From an optimization exercise on the open Yosys and OpenROAD flow, aimed at small area and a short achievable clock period; shortcuts taken in it are not production practice.
Only simulation tests tie the RTL to the original design; equivalence was not proved.
Power figures rest on the tool's default switching activity, not on a simulated workload.

## design/flow/design.v

```verilog
module color_identify(
	input	[15:0]	img_data,
	output			hit
);
function rge;	 
	input [12:0] a, k;
	integer j; reg g;
	begin
		g = 1'b1;
		for (j = 0; j < 13; j = j + 1)
			g = k[j] ? (a[j] & g) : (a[j] | g);
		rge = g;
	end
endfunction
wire [7:0] R = {img_data[15:11], img_data[13:11]};
wire [7:0] G = {img_data[10:5],  img_data[6:5]};
wire [7:0] B = {img_data[4:0],   img_data[2:0]};
wire [7:0] Gn = ~G, Rn = ~R;
genvar i;
wire [8:0] cx, cy; wire [8:0] dx, dy;
assign dx[0] = ~(B[0] ^ Gn[0]);	assign cx[1] = B[0] | Gn[0];
assign dy[0] = ~(G[0] ^ Rn[0]);	assign cy[1] = G[0] | Rn[0];
generate for (i = 1; i < 8; i = i + 1) begin : g_xy
	fa_c fx (.a(B[i]), .b(Gn[i]), .ci(cx[i]), .s(dx[i]), .co(cx[i+1]));
	fa_c fy (.a(G[i]), .b(Rn[i]), .ci(cy[i]), .s(dy[i]), .co(cy[i+1]));
end endgenerate
assign dx[8] = cx[8]; assign dy[8] = cy[8];
wire        inr = dx[8] & ~dx[7] & dy[8] & ~dy[7];
wire [6:0]  x = dx[6:0], y = dy[6:0];
wire [7:0] us, uc;		 
ha_c cu0 (.a(x[0]), .b(y[0]), .s(us[0]), .co(uc[1]));
generate for (i = 1; i < 7; i = i + 1) begin : g_uc
	fa_c f (.a(x[i]), .b(x[i-1]), .ci(y[i]), .s(us[i]), .co(uc[i+1]));
end endgenerate
assign us[7] = x[6];
wire [9:0] u; wire [9:0] cu;
assign u[0] = us[0];
ha_c hu1 (.a(us[1]), .b(uc[1]), .s(u[1]), .co(cu[2]));
generate for (i = 2; i < 8; i = i + 1) begin : g_u
	fa_c f (.a(us[i]), .b(uc[i]), .ci(cu[i]), .s(u[i]), .co(cu[i+1]));
end endgenerate
assign u[8] = cu[8];
assign u[9] = 1'b0;
wire [8:0] ws, wc;		 
assign ws[0] = x[0];
ha_c cw1 (.a(x[1]), .b(y[0]), .s(ws[1]), .co(wc[2]));
fa_c cw2 (.a(x[2]), .b(y[1]), .ci(y[0]), .s(ws[2]), .co(wc[3]));
generate for (i = 3; i < 7; i = i + 1) begin : g_wc
	fa_c f (.a(x[i]), .b(y[i-1]), .ci(y[i-2]), .s(ws[i]), .co(wc[i+1]));
end endgenerate
ha_c cw7 (.a(y[6]), .b(y[5]), .s(ws[7]), .co(wc[8]));
assign ws[8] = y[6];
wire [10:0] w; wire [10:0] cw;
assign w[1:0] = ws[1:0];
ha_c hw2 (.a(ws[2]), .b(wc[2]), .s(w[2]), .co(cw[3]));
generate for (i = 3; i < 9; i = i + 1) begin : g_w
	fa_c f (.a(ws[i]), .b(wc[i]), .ci(cw[i]), .s(w[i]), .co(cw[i+1]));
end endgenerate
assign w[9] = cw[9];
assign w[10] = 1'b0;
assign hit = inr & rge({3'd0,u}, 13'd132) & ~rge({3'd0,u}, 13'd318) & rge({2'd0,w}, 13'd193) & ~rge({2'd0,w}, 13'd577);
endmodule
module fa_c(input a, input b, input ci, output s, output co);
assign {co, s} = a + b + ci;
endmodule
module ha_c(input a, input b, output s, output co);
assign {co, s} = a + b;
endmodule
module position(
	input				clk,
	input				rst_n,
	input				vs,		 
	input				mv,		 
	input				mv_prev,	 
	input				hit,	 
	output	reg	[10:0]	x_coor,
	output	reg	[9:0]	y_coor,
	output	reg			coor_valid
);
reg  [10:0] col;	 
reg  [9:0]  line;	 
reg         run;	 
reg  [15:0] n;		 
reg  [52:0] z;		 
genvar i;
wire        col_inc = mv | ~col[6];
wire [11:0] col_c;
wire [10:0] col_s;
assign col_c[0] = col_inc;
generate for (i = 0; i < 11; i = i + 1) begin : g_col
	assign {col_c[i+1], col_s[i]} = col[i] + col_c[i];
end endgenerate
wire        line_end = mv_prev & ~mv;	 
wire [10:0] line_c;
wire [9:0]  line_s;
assign line_c[0] = line_end;
generate for (i = 0; i < 10; i = i + 1) begin : g_line
	assign {line_c[i+1], line_s[i]} = line[i] + line_c[i];
end endgenerate
wire [16:0] n_c;
wire [15:0] n_s;
assign n_c[0] = hit;
generate for (i = 0; i < 16; i = i + 1) begin : g_n
	assign {n_c[i+1], n_s[i]} = n[i] + n_c[i];
end endgenerate
wire [26:0] ax = {16'd0, col & {11{hit}}};
wire [25:0] ay = {16'd0, line & {10{hit}}};
wire [27:0] sx_c;
wire [26:0] sx;
wire [26:0] sy_c;
wire [25:0] sy;
assign sx_c[0] = 1'b0;
assign sy_c[0] = hit & (|col[10:1]);
generate for (i = 0; i < 27; i = i + 1) begin : g_sx
	assign {sx_c[i+1], sx[i]} = z[26+i] + ax[i] + sx_c[i];
end endgenerate
generate for (i = 0; i < 26; i = i + 1) begin : g_sy
	assign {sy_c[i+1], sy[i]} = z[i] + ay[i] + sy_c[i];
end endgenerate
wire [16:0] p = z[52:36];
wire [16:0] nb = ~{1'b0, n};
wire [17:0] dc;		 
wire [16:0] diff;
assign dc[0] = 1'b1;
generate for (i = 0; i < 17; i = i + 1) begin : g_div
	assign {dc[i+1], diff[i]} = p[i] + nb[i] + dc[i];
end endgenerate
wire        xstep = ~col[6] & ~col[5] & ~col[4] & (~col[3] | (~col[2] & ~(col[1] & col[0])));	 
wire        ystep = ~col[6] & ((~col[5] & col[4] & col[3] & (col[2] | (col[1] & col[0])))	 
				| (col[5] & ~col[4] & ~col[3] & (~col[2] | (~col[1] & ~col[0]))));			 
wire        step  = xstep | ystep;
wire        q     = step & dc[17];
wire [15:0] top   = q ? diff[15:0] : p[15:0];
wire        valid = (|n[15:12]) | (&n[11:7] & (n[6] | n[5]));	 
always @(posedge clk) begin
	col <= (mv | vs) ? col_s : 11'd0;
	line <= (vs | ~run) ? 10'd0 : line_s;
	n <= ((vs & col[6]) | ~run) ? 16'd0 : n_s;
end
always @(posedge clk or negedge rst_n) begin
	if (!rst_n) begin
		run <= 1'b0;
		z <= 53'd0;
		x_coor <= 11'd0;
		y_coor <= 10'd0;
		coor_valid <= 1'b0;
	end else begin
		run <= 1'b1;
		z <= vs ? {top, z[35:0], 1'b0} : {sx, sy};
		if (vs & ~col[6])
			coor_valid <= valid;
		if (vs & valid & step)
			{x_coor, y_coor} <= {x_coor[9:0], y_coor, q};
	end
end
endmodule
module color_tracker(
	input			clk,
	input			rst_n,
	input			vsync,
	input			de,
	input	[15:0]	rgb,
	output			mask_valid,
	output			mask,
	output	[10:0]	x_coor,
	output	[9:0]	y_coor,
	output			coor_valid
);
reg  [15:0] rgb_r;
reg  de_r, mv, hit_o, vs;
wire hit_c;
wire hit = de_r & hit_c;	 
color_identify color_identify (
	.img_data	(rgb_r),
	.hit		(hit_c)
);
always @(posedge clk) begin
	rgb_r <= rgb;
end
always @(posedge clk or negedge rst_n) begin
	if (!rst_n) begin
		de_r <= 1'b0;
		mv   <= 1'b0;
		hit_o <= 1'b0;
		vs   <= 1'b0;
	end else begin
		de_r <= de;
		mv   <= de_r;
		hit_o <= hit;
		vs   <= vsync;
	end
end
position position (
	.clk		(clk),
	.rst_n		(rst_n),
	.vs			(vs),
	.mv			(de_r),
	.mv_prev	(mv),
	.hit		(hit),
	.x_coor		(x_coor),
	.y_coor		(y_coor),
	.coor_valid	(coor_valid)
);
assign mask_valid = mv;
assign mask       = hit_o;
endmodule
```

## design/flow/flow/run.sh

```bash
#!/bin/bash
# Standard layout, with the port buffers made from the smallest buffer cell
# and a clock tree without dummy balancing loads.
set -euo pipefail
bash standard.sh "BUFFER_PORTS_ARGS=-buffer_cell sky130_fd_sc_hd__buf_1" \
	"CTS_ARGS=-sink_clustering_enable -repair_clock_nets -dont_use_dummy_load -buf_list sky130_fd_sc_hd__clkbuf_4 -root_buf sky130_fd_sc_hd__clkbuf_8" \
	finish > flow.log 2>&1
```

## design/flow/standard.sh

```bash
#!/bin/bash
# synth_recipe.tcl (not shown) runs the flow's synth.tcl, then flattens the netlist and writes it again
# the make line also repeats each setting of config.mk as NAME=value (left out here)
make -C /OpenROAD-flow-scripts/flow DESIGN_CONFIG=/design/flow/config.mk WORK_HOME=/design/flow/orfs CLKGATE_MAP_FILE= SYNTH_SCRIPT=/design/flow/synth_recipe.tcl "${@:-finish}"
```

## design/flow/config.mk

```make
export PLATFORM = sky130hd
export DESIGN_NAME = color_tracker
export DESIGN_NICKNAME = color_tracker
export VERILOG_FILES = /design/flow/design.v
export SDC_FILE = /design/flow/constraint.sdc
export NUM_CORES = 4
export LEC_CHECK = 0
export CAP_MARGIN = 0
export CORE_MARGIN = 2
export CORE_UTILIZATION = 70
export PLACE_DENSITY = 0.8
export SLEW_MARGIN = 0
export SYNTH_HIERARCHICAL = 1
export SYNTH_MINIMUM_KEEP_SIZE = 0
```

## design/flow/constraint.sdc

```tcl
create_clock -name core_clock -period 95.0 [get_ports {clk}]
set_input_delay 19.0000 -clock core_clock [delete_from_list [all_inputs] [get_ports {clk}]]
set_output_delay 19.0000 -clock core_clock [all_outputs]
set_load 0.01 [all_outputs]
```

==> qor.txt <==
Status -> no timing/DRC/antenna violations
Global-route wire length before repair -> 19700 um
I/O pins -> 44
Clock sinks -> 133
Sequential Power Share -> 49.1%
Total Power -> 138 uW
Routed len/inst -> 14.5 um
Worst-margin pin slew -> 1080 ps
Maximum vdd drop -> 0.0000163 V
Final Skew -> 26.4 ps
Via density -> 5.39
Area of the core -> 10300 um^2
CP Capture Type -> output port
Final cycle utilization of the critical path -> 21.0%
Setup-failing EPs final -> 0
H-tree depth -> 4
Sequence of cells on the critical path -> buf_1
Post-route setup TNS -> 0 ps
Leak -> 3.91 nW
Seq cells post-synth -> 133
Root buffer cell -> clkbuf_8
Syn nets -> 712
PostCTS Resize Cnt -> 0
Max-slew headroom -> 28.0%
Initial Util -> 71.6%
Antenna diode count -> 0
Post-layout nets -> 761
Routability Congestion -> 0.748
Syn avg cell area -> 13.5 um^2
DRT iter0 DRCs -> 109
Final Hold Viols -> 0
Die Footprint -> 11400 um^2
Area grow syn2layout -> 5.35%
Post-route minimum period -> 19940 ps
Number of global-route vias before repair -> 4426
Clk buf depth -> 2
Internal power -> 93.0 uW
Grt ovf -> 0
NetSw -> 44.7 uW
Worst R2R Setup Slack -> 81430 ps
# DRC -> 0
Critical path class -> reg2out
Maxcap violations -> 0
Clock-pin transition on the worst setup and hold timing paths -> 100 ps
CP arrival -> 940 ps
Worst setup SP type -> register
Row Count -> 37
Inserted Clock Buffers -> 17
Mapped cell area -> 7360 um^2
WL final -> 10600 um
Syn. warnings -> 9
Post-synth EDFFs -> 0
Final Cell Area -> 7750 um^2
RSZ-0062 raised after global routing -> no
CTS tree -> done
Sw frac -> 32.5%
CP Max Fanout -> 3
Pre-antenna DRT Iters -> 4
Via count -> 3935
Routed Antenna Nets -> 0
PwrDens -> 17.8 nW/um^2
Comb power frac -> 32.7%
Worst endpoint required time -> 76000 ps
Clock latency on the worst-skew pair -> 410 ps
Largest net degree at the start of global routing -> 81
Clock power frac -> 18.2%
GR Util All Layers -> 22.4%
Ys async rst share -> 60.2%
Tightest Hold Check Type -> reg2reg
Die width -> 107 um
Placed Area -> 7620 um^2
Initial antenna violation count -> 0
# placed instances -> 713
Distinct cells, synth -> 42
Final core utilization -> 75.5%
Mapped Cells -> 547
Die height -> 107 um
Port buffer count -> 43
Fin cells -> 730
Post-DP HPWL -> 7900 um
Post-CTS Setup Inserts -> 0
Prevailing post-synth register cell -> dfrtp_1
FMAX -> 50.2 MHz
Hold_buf cts -> 0
CP top delay family -> flip-flops
Sequential element share of the synthesized area -> 41.6%
Max incr delay on CP -> 370 ps
Share of cells above drive strength 1 -> 16.2%
Slew Limit Fails -> 0
Slowest cell on the critical path -> dfrtp_1
Crit path buf inv count -> 1
## cells by family (layout without fill, tap and decap cells)
group / Yosys count / count (layout) / synth area share, %
buffers and inverters: 52 / 99 / 3.13
and+or+nand+nor: 109 / 109 / 8.62
adders and majority gates: 145 / 145 / 32.0
AOI/OAI and AO/OA: 31 / 31 / 3.25
xor gates and xnor gates: 5 / 5 / 0.595
muxes: 71 / 71 / 10.8
other: 1 / 1 / 0.0509
DFF: 133 / 133 / 41.6
## layout by cell type (no fill, tap or decap), types with 2 or more instances in the layout
master    instances
nand2b_1          4
a31oi_1           2
inv_1            37
o21ai_0           4
xor2_1            2
nor2_1           15
dfrtp_1          79
buf_1            42
and2_1           48
clkbuf_4         17
buf_4             2
ha_1             73
nor4_1            3
o21a_1            9
nor2b_1          14
mux2_2           61
mux2i_1           8
dfxtp_1          53
nand2_1          14
a21oi_1           2
a21oi_2           9
xnor2_1           3
fa_1             72
## path summary, 6_finish.rpt
kind | endpoint | cells past startpoint | startpoint
min in group asynchronous | hit_o$_DFF_PN0_ | 1 | rst_n
worst min-delay path | position.z[24]$_DFF_PN0_ | 1 | position.z[23]$_DFF_PN0_
max in group asynchronous | vs$_DFF_PN0_ | 1 | rst_n
worst max register to register | position.z[52]$_DFF_PN0_ | 48 | rgb_r[5]$_DFF_P_
worst min register to register | position.z[24]$_DFF_PN0_ | 1 | position.z[23]$_DFF_PN0_
worst max-delay path | y_coor[0] | 1 | position.y_coor[0]$_DFFE_PN0P_
## power by group through the flow
stage | clock network [mW] | registers, mW | logic (mW)
final | 0.0250 | 0.0676 | 0.0451
after floorplan | 0 | 0.0675 | 0.0365
after detailed placement | 0 | 0.0688 | 0.0457
after global routing | 0.0287 | 0.0687 | 0.0528
after CTS | 0.0262 | 0.0676 | 0.0459
after global placement | 0 | 0.0684 | 0.0416
## cell usage after synthesis, types with 2 or more instances
cell type  instances  share of area (%)
nand2b_1           4               0.34
o21ai_0            4               0.27
a31oi_1            2               0.17
dfrtp_1           80                 27
and2_1            48                4.1
nor2b_1           14                1.2
xor2_1             2               0.24
a21oi_1            2               0.14
fa_1              72                 20
o21a_1             9               0.92
mux2i_1            8                1.1
ha_1              73                 12
buf_6              4               0.61
nor2_1            15               0.76
inv_1             37                1.9
clkbuf_1           7               0.36
a21oi_2            9                1.1
dfxtp_1           53                 14
buf_2              4               0.27
xnor2_1            3               0.36
mux2_2            61                9.3
nand2_1           14               0.71
nor4_1             3               0.25
## per-stage QoR
| stage | hold slack [ps] | setup slack [ps] |
|---|---|---|
| after global placement | 465 | 74950 |
| after floorplan | 400 | 75610 |
| final | 506 | 75060 |
| after detailed placement | 485 | 74900 |
| after CTS | 504 | 75020 |
| after global routing | 518 | 74970 |
## layer usage
layer	part of all wire, %	global-route usage [%]
met1	45	27.9
met2	51	37.7
met3	2.9	7.11
met4	1.2	7.14
met5	0	0
## sequential cells by signal, summed over array words and instances, names as in the netlist
register             count
rgb_r                   16
position.line           10
vs                       1
position.n              16
mv                       1
position.col            11
position.coor_valid      1
de_r                     1
position.z              53
position.run             1
position.y_coor         10
hit_o                    1
position.x_coor         11
## area by class of cell
class / count / area, um^2
repair buffers: 45 / 180
inverters: 37 / 139
well taps: 136 / 170
fillers: 707 / 2520
multi-input cells: 362 / 4070
clock buffers: 17 / 134
flip-flops and latches: 133 / 3060
## per-module statistics from Yosys (local to each module, per instance)
module	copies in the design	flip-flops and latches	cells	area, um^2
fa_c	37	0	1	20.0
ha_c	5	0	1	12.5
position	1	113	449	5930
color_tracker	1	20	21	427
color_identify	1	0	35	196

-- separate check: timing with driven ports --
How much do the figures lean on ideal ports? The routed layout below was timed once more, with nothing changed but the port constraints.
Step 1: set_driving_cell puts a clkbuf_16 on clk and a buf_2 on each other input, an assumption about the parent block.
Step 2 adds t to the input delays and takes it off the output delays; t is the mean of the earliest and latest rising clock arrival at the registers after step 1. Input paths then give back, and output paths get back, about the clock's delay inside the block.
a / b / c = no drivers / after step 1 / after step 2; a / b = the first two.
t (ns): 0.430
setup slack, ns: 75.063 / 75.028 / 75.009
worst hold slack (ns): 0.506 / 0.506 / 0.506
After both steps setup and hold are still met in this run. The setup slack of this run moves by -0.035 ns with the drivers and by -0.054 ns with both steps. The worst setup slack also covers recovery checks on asynchronous resets.
